From an optimization exercise on the open Yosys and OpenROAD flow, aimed at a short achievable clock period and few clock cycles; shortcuts taken in it are not production practice.
Only simulation tests tie the RTL to the original design; equivalence was not proved.
Power and IR drop assume default switching activity.

==> design.v <==
module processor( input         clk, reset,
                  output reg [31:0] PC,
                  input  [31:0] instruction,
                  output        WE,
                  output [31:0] address_to_mem,
                  output [31:0] data_to_mem,
                  input  [31:0] data_from_mem  
                );
	wire BranchJalr, BranchJal, BranchBeq, RegWrite, MemToReg, MemWrite, ALUSrc, immControl, s_auipc;
    wire [2:0] ALUControl;
	wire [31:0] rs1, rs2, SrcB;
	wire [31:0] immOp;
	wire [31:0] ALUout;
	wire zero, neg;
	wire [31:0] PCn, mux3_out, res, res_new;
	wire [1:0] signal_1;
    wire signal_2;
	wire [31:0] sum_signal_1, sum_signal_2;
	always @ (posedge clk)
	begin
		if (reset) PC <= 32'b0;
		else PC <= PCn;
	end
	reg_file  regfile(instruction[19:15],instruction[24:20],instruction[11:7],res_new, RegWrite, clk, rs1, rs2);
	control_unit control_u(instruction, neg, BranchJalr, BranchJal, BranchBeq, RegWrite, MemToReg, MemWrite, ALUControl, ALUSrc, immControl, s_auipc);
	mux21 mux_1(rs2, immOp, ALUSrc, SrcB);
	alu  alu_main(rs1, SrcB, ALUControl, ALUout, zero);
	immdecode immc(instruction, immControl, immOp, neg);
	assign signal_1[0] = BranchJalr;
	assign signal_1[1] = (BranchBeq & zero) | BranchJal;
	assign signal_2 = BranchJal | BranchJalr;
	assign sum_signal_1 = PC + 4;
	assign sum_signal_2 = immOp +PC;
	mux31 mux_2(sum_signal_1,ALUout,sum_signal_2,signal_1,PCn);  
	mux21 mux_3(ALUout, sum_signal_1, signal_2, mux3_out);
	mux21 mux_4(mux3_out, data_from_mem, MemToReg, res);
	mux21 mux_extra(res,sum_signal_2,s_auipc,res_new);  
	assign WE = MemWrite;
	assign address_to_mem = ALUout;
	assign data_to_mem = rs2;
endmodule
module alu (input [31:0] sA,sB,
            input [2:0] control,
            output reg [31:0] result,
			output reg zero);
     always @ (*)
        case(control)
          0: result = sA + sB;  
          1: result = sA - sB;  
		  2: begin  
		        result[31:24] =  sA[31:24] +  sB[31:24];
				result[23:16] =  sA[23:16] +  sB[23:16];
			    result[15:8] =  sA[15:8] +  sB[15:8];
				result[7:0] =  sA[7:0] +  sB[7:0];
			 end
		  3: result = sA & sB;  
		  4: result = $signed(sA) < $signed(sB);  
		  5: result = {sB[31:12],12'b0000_0000_0000};  
		  6: result = sA << sB;  
		  7: result = sA >> sB;  
          default: result = 0;
        endcase
      always @ (*)
        if (result) zero = 0;  
        else zero  = 1;
endmodule
module control_unit (input [31:0] instr,  
                     input neg,
                     output reg BranchJalr, BranchJal, BranchBeq, RegWrite, MemToReg, MemWrite, 
					 output reg [2:0] ALUControl,
					 output reg ALUSrc, immControl,s_auipc);
     reg [11:0]concat_code;
	 wire [6:0] funct7, opcode;
	 wire [2:0] funct3;
	 assign funct7 = instr[31:25];
	 assign funct3 = instr[14:12];
	 assign opcode = instr[6:0];
	 always @ (*) 
	    begin
        concat_code = 12'b000000_000_00_0;  
        case (opcode)
        7'b0110011: begin 
					case (funct3)
						3'b000: begin
								case(funct7)
									7'b0000000: concat_code = 12'b000100_000_00_0;  
									7'b0100000: concat_code = 12'b000100_001_00_0;  
								endcase
								end
						3'b001: concat_code = 12'b000000_000_00_0;  
						3'b010: concat_code = 12'b000100_100_00_0;  
						3'b101: begin
						        case(funct7)
									7'b0000000: concat_code = 12'b000000_000_00_0;  
									7'b0100000: concat_code = 12'b000000_000_00_0;  
								endcase
						        end
						3'b111: concat_code = 12'b000100_011_00_0;  
					endcase
			        end
		7'b0010011: begin
		               if (neg) concat_code = 12'b000100_001_11_0;  
					   else concat_code = 12'b000100_000_11_0;  
		            end
		7'b0001011: concat_code = 12'b000100_010_00_0;  
		7'b1100011: concat_code = 12'b001000_001_01_0;  
		7'b0000011: concat_code = 12'b000110_000_11_0;  
		7'b0100011: concat_code = 12'b000001_000_11_0;  
		7'b0110111: concat_code = 12'b000100_101_11_0;  
		7'b1101111: concat_code = 12'b010100_000_01_0;  
		7'b1100111: concat_code = 12'b100100_000_11_0;  
		7'b0010111: concat_code = 12'b000100_000_01_1;  
        default: concat_code = 12'b000000_000_00_0;
        endcase		
		end
	 always @ (*) 
	 begin
	 BranchJalr = concat_code[11];
	 BranchJal = concat_code[10];
	 BranchBeq = concat_code[9];
	 RegWrite = concat_code[8];
	 MemToReg = concat_code[7];
	 MemWrite = concat_code[6];
	 ALUControl = concat_code[5:3];
	 ALUSrc = concat_code[2];
	 immControl = concat_code[1];
	 s_auipc = concat_code[0];
	 end
endmodule
module immdecode(input [31:0] in,  
                 input immControl,
				 output reg [31:0] immOp,
				 output reg neg);
	wire [6:0] opcode;
	assign opcode = in[6:0];	 
	always @ (*)
	begin
	neg = 1'b0;
	immOp = 32'b0;  
	  if (immControl) begin
		case(opcode)
		7'b0110011: immOp = 32'b0;  
		7'b0001011: immOp = 32'b0;  
		7'b0010011: immOp = {{21{in[31]}}, in[30:20]};  
		7'b1100111: immOp = {{21{in[31]}}, in[30:20]};  
		7'b0000011: immOp = {{21{in[31]}}, in[30:20]};  
		7'b0100011: immOp = {{21{in[31]}}, in[30:25],in[11:8], in[7]};  
		7'b1100011: immOp = {{20{in[31]}}, in[7],in[30:25],in[11:8],1'b0};  
		7'b1101111: immOp = {{12{in[31]}}, in[19:12],in[20],in[30:25], in[24:21], 1'b0};  
		7'b0110111: immOp = {in[31], in[30:20], in[19:12], 12'b0};  
		7'b0010111: immOp = {in[31], in[30:20], in[19:12], 12'b0};  
		default: immOp = 32'b0;
		endcase
	  end
	end
endmodule		
module reg_file (input [4:0] A1, A2, A3,
            input [31:0] WD3,
			input WE3, clk,
            output [31:0] RD1, RD2);
	 reg [31:0] rf[31:0];  
	 assign RD1 = (A1 == 5'd0) ? 32'b0 : rf[A1]; 
     assign RD2 = (A2 == 5'd0) ? 32'b0 : rf[A2];
	 always @ (posedge clk)  
	    begin
	    if (WE3) begin
		   if (A3 != 0) begin
		    rf[A3] <= WD3;
		   end
		end	
		end
endmodule
module mux21 (input[31:0] d0, d1,
              input select,
              output reg [31:0] y);
   always @ (*)
	if (select) y = d1;
        else y = d0;
endmodule
module mux31 (input [31:0] d0,d1,d2,
                   input [1:0] select ,
                   output reg [31:0] y);
     always @ (*)
        case(select)
          0: y = d0;
          1: y = d1;
          2: y = d2;
          default: y = 0; 
        endcase
endmodule
==> run.sh <==
#!/bin/bash
# synth_recipe.tcl (not shown) runs the flow's synth.tcl, then flattens the netlist and writes it again
# the make line also repeats each setting of config.mk as NAME=value (left out here)
make -C /OpenROAD-flow-scripts/flow DESIGN_CONFIG=/design/flow/config.mk WORK_HOME=/design/flow/orfs CLKGATE_MAP_FILE= SYNTH_SCRIPT=/design/flow/synth_recipe.tcl finish
==> config.mk <==
export PLATFORM = sky130hd
export DESIGN_NAME = processor
export DESIGN_NICKNAME = processor
export VERILOG_FILES = /design/flow/design.v
export SDC_FILE = /design/flow/constraint.sdc
export NUM_CORES = 4
export LEC_CHECK = 0
export CAP_MARGIN = 20
export CORE_MARGIN = 2
export CORE_UTILIZATION = 40
export SLEW_MARGIN = 20
==> constraint.sdc <==
create_clock -name core_clock -period 10.5 [get_ports {clk}]
set_input_delay 2.1000 -clock core_clock [delete_from_list [all_inputs] [get_ports {clk}]]
set_output_delay 2.1000 -clock core_clock [all_outputs]
set_load 0.01 [all_outputs]
==> notes.md <==
-- through the flow --
step	cell area [um^2]	hold WS, ns	total power [mW]	util (%)
after detailed placement	63300	0.562	8.13	44.2
after CTS	67000	0.572	12.1	46.7
after floorplan	57700	0.549	6.92	-
final	67000	0.573	12.1	46.7
after global routing	67000	0.599	12.5	46.7
after global placement	63300	0.562	8.11	44.2
-- path summary, 6_finish.rpt --
kind / from / endpoint / slack, ns / cells past startpoint
min: PC[0] / PC[0] / 0.57 / 2
max reg2reg: regfile.rf[31][8] / PC[3] / 2.90 / 25
max: instruction[20] / address_to_mem[29] / 0.28 / 20
min reg2reg: PC[0] / PC[0] / 0.57 / 2
-- registers in the layout, summed over array words and instances (netlist names) --
signal / count
regfile.rf: 1024
PC: 32
-- timing repair --
action	4_1_cts	5_1_grt
hold endpoints to repair	0	0
resized for setup	0	1
endpoints found under the setup margin	0	1
buffers inserted	0	0
-- report_power, final --
group / switching (mW) / internal (mW) / total, mW / leakage (nW)
clock: 1.70 / 2.30 / 4.00 / 1.79
combinational: 1.80 / 1.03 / 2.83 / 11.1
sequential: 0.0248 / 5.22 / 5.25 / 9.46
-- layer usage --
| layer | routed length (um) | vias up | global-route usage (%) | part of all wire, % |
|---|---|---|---|---|
| met1 | 77900 | 20300 | 37.2 | 40 |
| met4 | 7970 | 2 | 10.6 | 4.1 |
| met2 | 88700 | 2214 | 40.1 | 46 |
| met5 | 8 | - | 0 | 0.0041 |
| li1 | - | 15800 | - | - |
| met3 | 18400 | 317 | 3.77 | 9.5 |
-- logic make-up (layout without fill, tap and decap cells) --
kind of cell             Yosys count  after routing  share of synthesized area, %
AO/OA/AOI/OAI                    659            659                          8.13
multiplexers                     725            725                          25.7
XOR/XNOR                          73             73                          1.11
AND/OR/NAND/NOR                  687            687                          5.66
adder cells (fa/ha/maj)          102            102                          2.30
buffers and inverters            375            738                          2.59
flip-flops                      1056           1056                          54.5
other                              1             32                       0.00651
-- cell usage in the layout, fill, tap and decap left out, types with 49 or more instances in the layout --
cell | Yosys | final
nand3_1 | 49 | 49
nor2_1 | 259 | 224
buf_4 | 4 | 248
ha_1 | 96 | 96
clkbuf_16 | 0 | 109
clkdlybuf4s50_1 | 0 | 152
inv_1 | 112 | 112
mux4_2 | 600 | 600
o21ai_0 | 74 | 74
a21oi_1 | 166 | 136
edfxtp_1 | 1024 | 1024
nor3_1 | 58 | 55
mux2i_1 | 116 | 116
a211oi_1 | 76 | 76
nand2_1 | 151 | 151
-- worst max-delay path: stages --
cell	delay, ns
buf_8	0.17
buf_4	0.34
mux4_2	0.56
mux4_2	0.47
mux2_2	0.29
nand2_1	0.07
inv_1	0.06
a21boi_0	0.25
ha_1	0.31
nor4_2	0.28
or4b_1	0.49
a21oi_1	0.33
or3_1	0.26
a21oi_1	0.11
o21a_1	0.23
o21a_1	0.23
o31ai_1	0.23
mux2_2	0.36
o22ai_1	0.32
clkdlybuf4s50_1	0.62
-- area by class of cell --
cell class / count / area [um^2]
multi-input cells: 2278 / 25300
flip-flops and latches: 1056 / 31400
clock buffers: 119 / 2770
fillers: 12400 / 76300
clock inverters: 80 / 905
well taps: 1903 / 2380
repair buffers: 425 / 3850
inverters: 114 / 428
==> impl_metrics.json <==
{
  "status": "no timing/DRC/antenna violations",
  "dp_hpwl_mm": 120,
  "cp-end-kind": "primary output",
  "grt_pass1_wl_mm": 274,
  "ys.flop_type": "edfxtp_1",
  "antenna_cells": 0,
  "pre_cts_slack_ns": 0.262,
  "fp.dieH_um": 383,
  "core-area_um2": 143000,
  "grt_start_max_net_pins": 102,
  "clkSinkCount": 1056,
  "grt_usage_pct": 26.0,
  "vdd_drop_max_v": 0.000138,
  "required_ns": 8.40,
  "chipWidth_um": 383,
  "cap_viol_max_count": 0,
  "leakage_nw": 22.3,
  "min_period_ns": 10.22,
  "avgSynthCellArea_um2": 15.7,
  "async_flop_share_pct": 0,
  "ys_types": 105,
  "portBuffers": 162,
  "grt.overflow.total": 0,
  "insertion_delay_ns": 0.74,
  "start_util_pct": 40.2,
  "drcViolationCount": 0,
  "cts_hold_buf": 0,
  "tns_ns": 0,
  "place_inst": 5776,
  "hold_path.class": "reg -> reg",
  "synth_top_area_share_pct": 53.4,
  "cp.arrival_ns": 8.12,
  "clk_path_buf_depth": 3,
  "syn_area_um2": 57600,
  "synthTopCellsByCount": "edfxtp_1, mux4_2, nor2_1",
  "antenna_found_initial": 6,
  "dieArea_um2": 147000,
  "drv_slew": 0,
  "critPathLaunchType": "primary input",
  "first_pass_iters": 5,
  "wl_per_cell_um": 32.3,
  "maxSlewHeadroom_pct": 24.8,
  "post_drt_via_cell_ratio": 6.46,
  "ys_ff_latch": 1056,
  "setup_viol": 0,
  "cts_buffers": 107,
  "cts_tree": "yes",
  "synth_edf_count": 1024,
  "place_congestion": 0.986,
  "stdcell_count": 5975,
  "h-tree-depth": 3,
  "cts_root_buffer": "clkbuf_16",
  "worst_pin_slew_ns": 1.12,
  "netlist_instances": 3678,
  "drtIter0Drc": 4853,
  "yosysWarnings": 7,
  "pin_count": 163,
  "synth_area_leaders": "edfxtp_1, mux4_2, ha_1, mux2i_1, nor2_1",
  "fmax_ghz": 0.0979,
  "synth.most_common_cell": "edfxtp_1",
  "layout-drive-gt1-share_pct": 28.9,
  "vias": 38600,
  "path_clk_slew_ns": 0.06,
  "hold_violations": 0,
  "syn_to_final_growth_pct": 16.3,
  "ant_nets": 0,
  "finalCritPeriodShare_pct": 97.3,
  "yosysTopAreaCell": "edfxtp_1",
  "final.setup.worst_slack_ns": 0.284,
  "grt_pass1_vias": 37600,
  "rows": 139,
  "rsz0062_at_grt": "no",
  "path_class": "in -> out",
  "critPathMaxFanout": 15,
  "finClkSkew_ns": 0.0493,
  "cellPowerDensity_nw_per_um2": 180,
  "wl_mm": 193,
  "seq_area_frac_synth_pct": 54.5,
  "layout.nets": 4150
}
Testbench counts, summed over its fixed seeds: cycles 81,610.

static timing again, ports no longer ideal:
In the flow no input, the clock included, has a driving cell. The finished layout below was timed again as built, in two steps.
Step 1 assumes that a clkbuf_16 drives the clock port and a buf_2 every other input.
Step 2 times the ports against the registers' clock, not the clock port: input delays grow and output delays shrink by t, the midpoint of the rising clock arrivals with the driver on.
Slacks: no drivers / after step 1 / after step 2; pairs: no drivers / after step 1.
t, ns: 0.806
setup WS [ns]: 0.284 / 0.235 / 0.235
slew at the worst register clock pin (ns): 0.07 / 0.07
After both steps setup and hold are still met in this run. For this run, drivers alone change the setup slack by -0.049 ns; drivers and shift together by -0.049 ns.
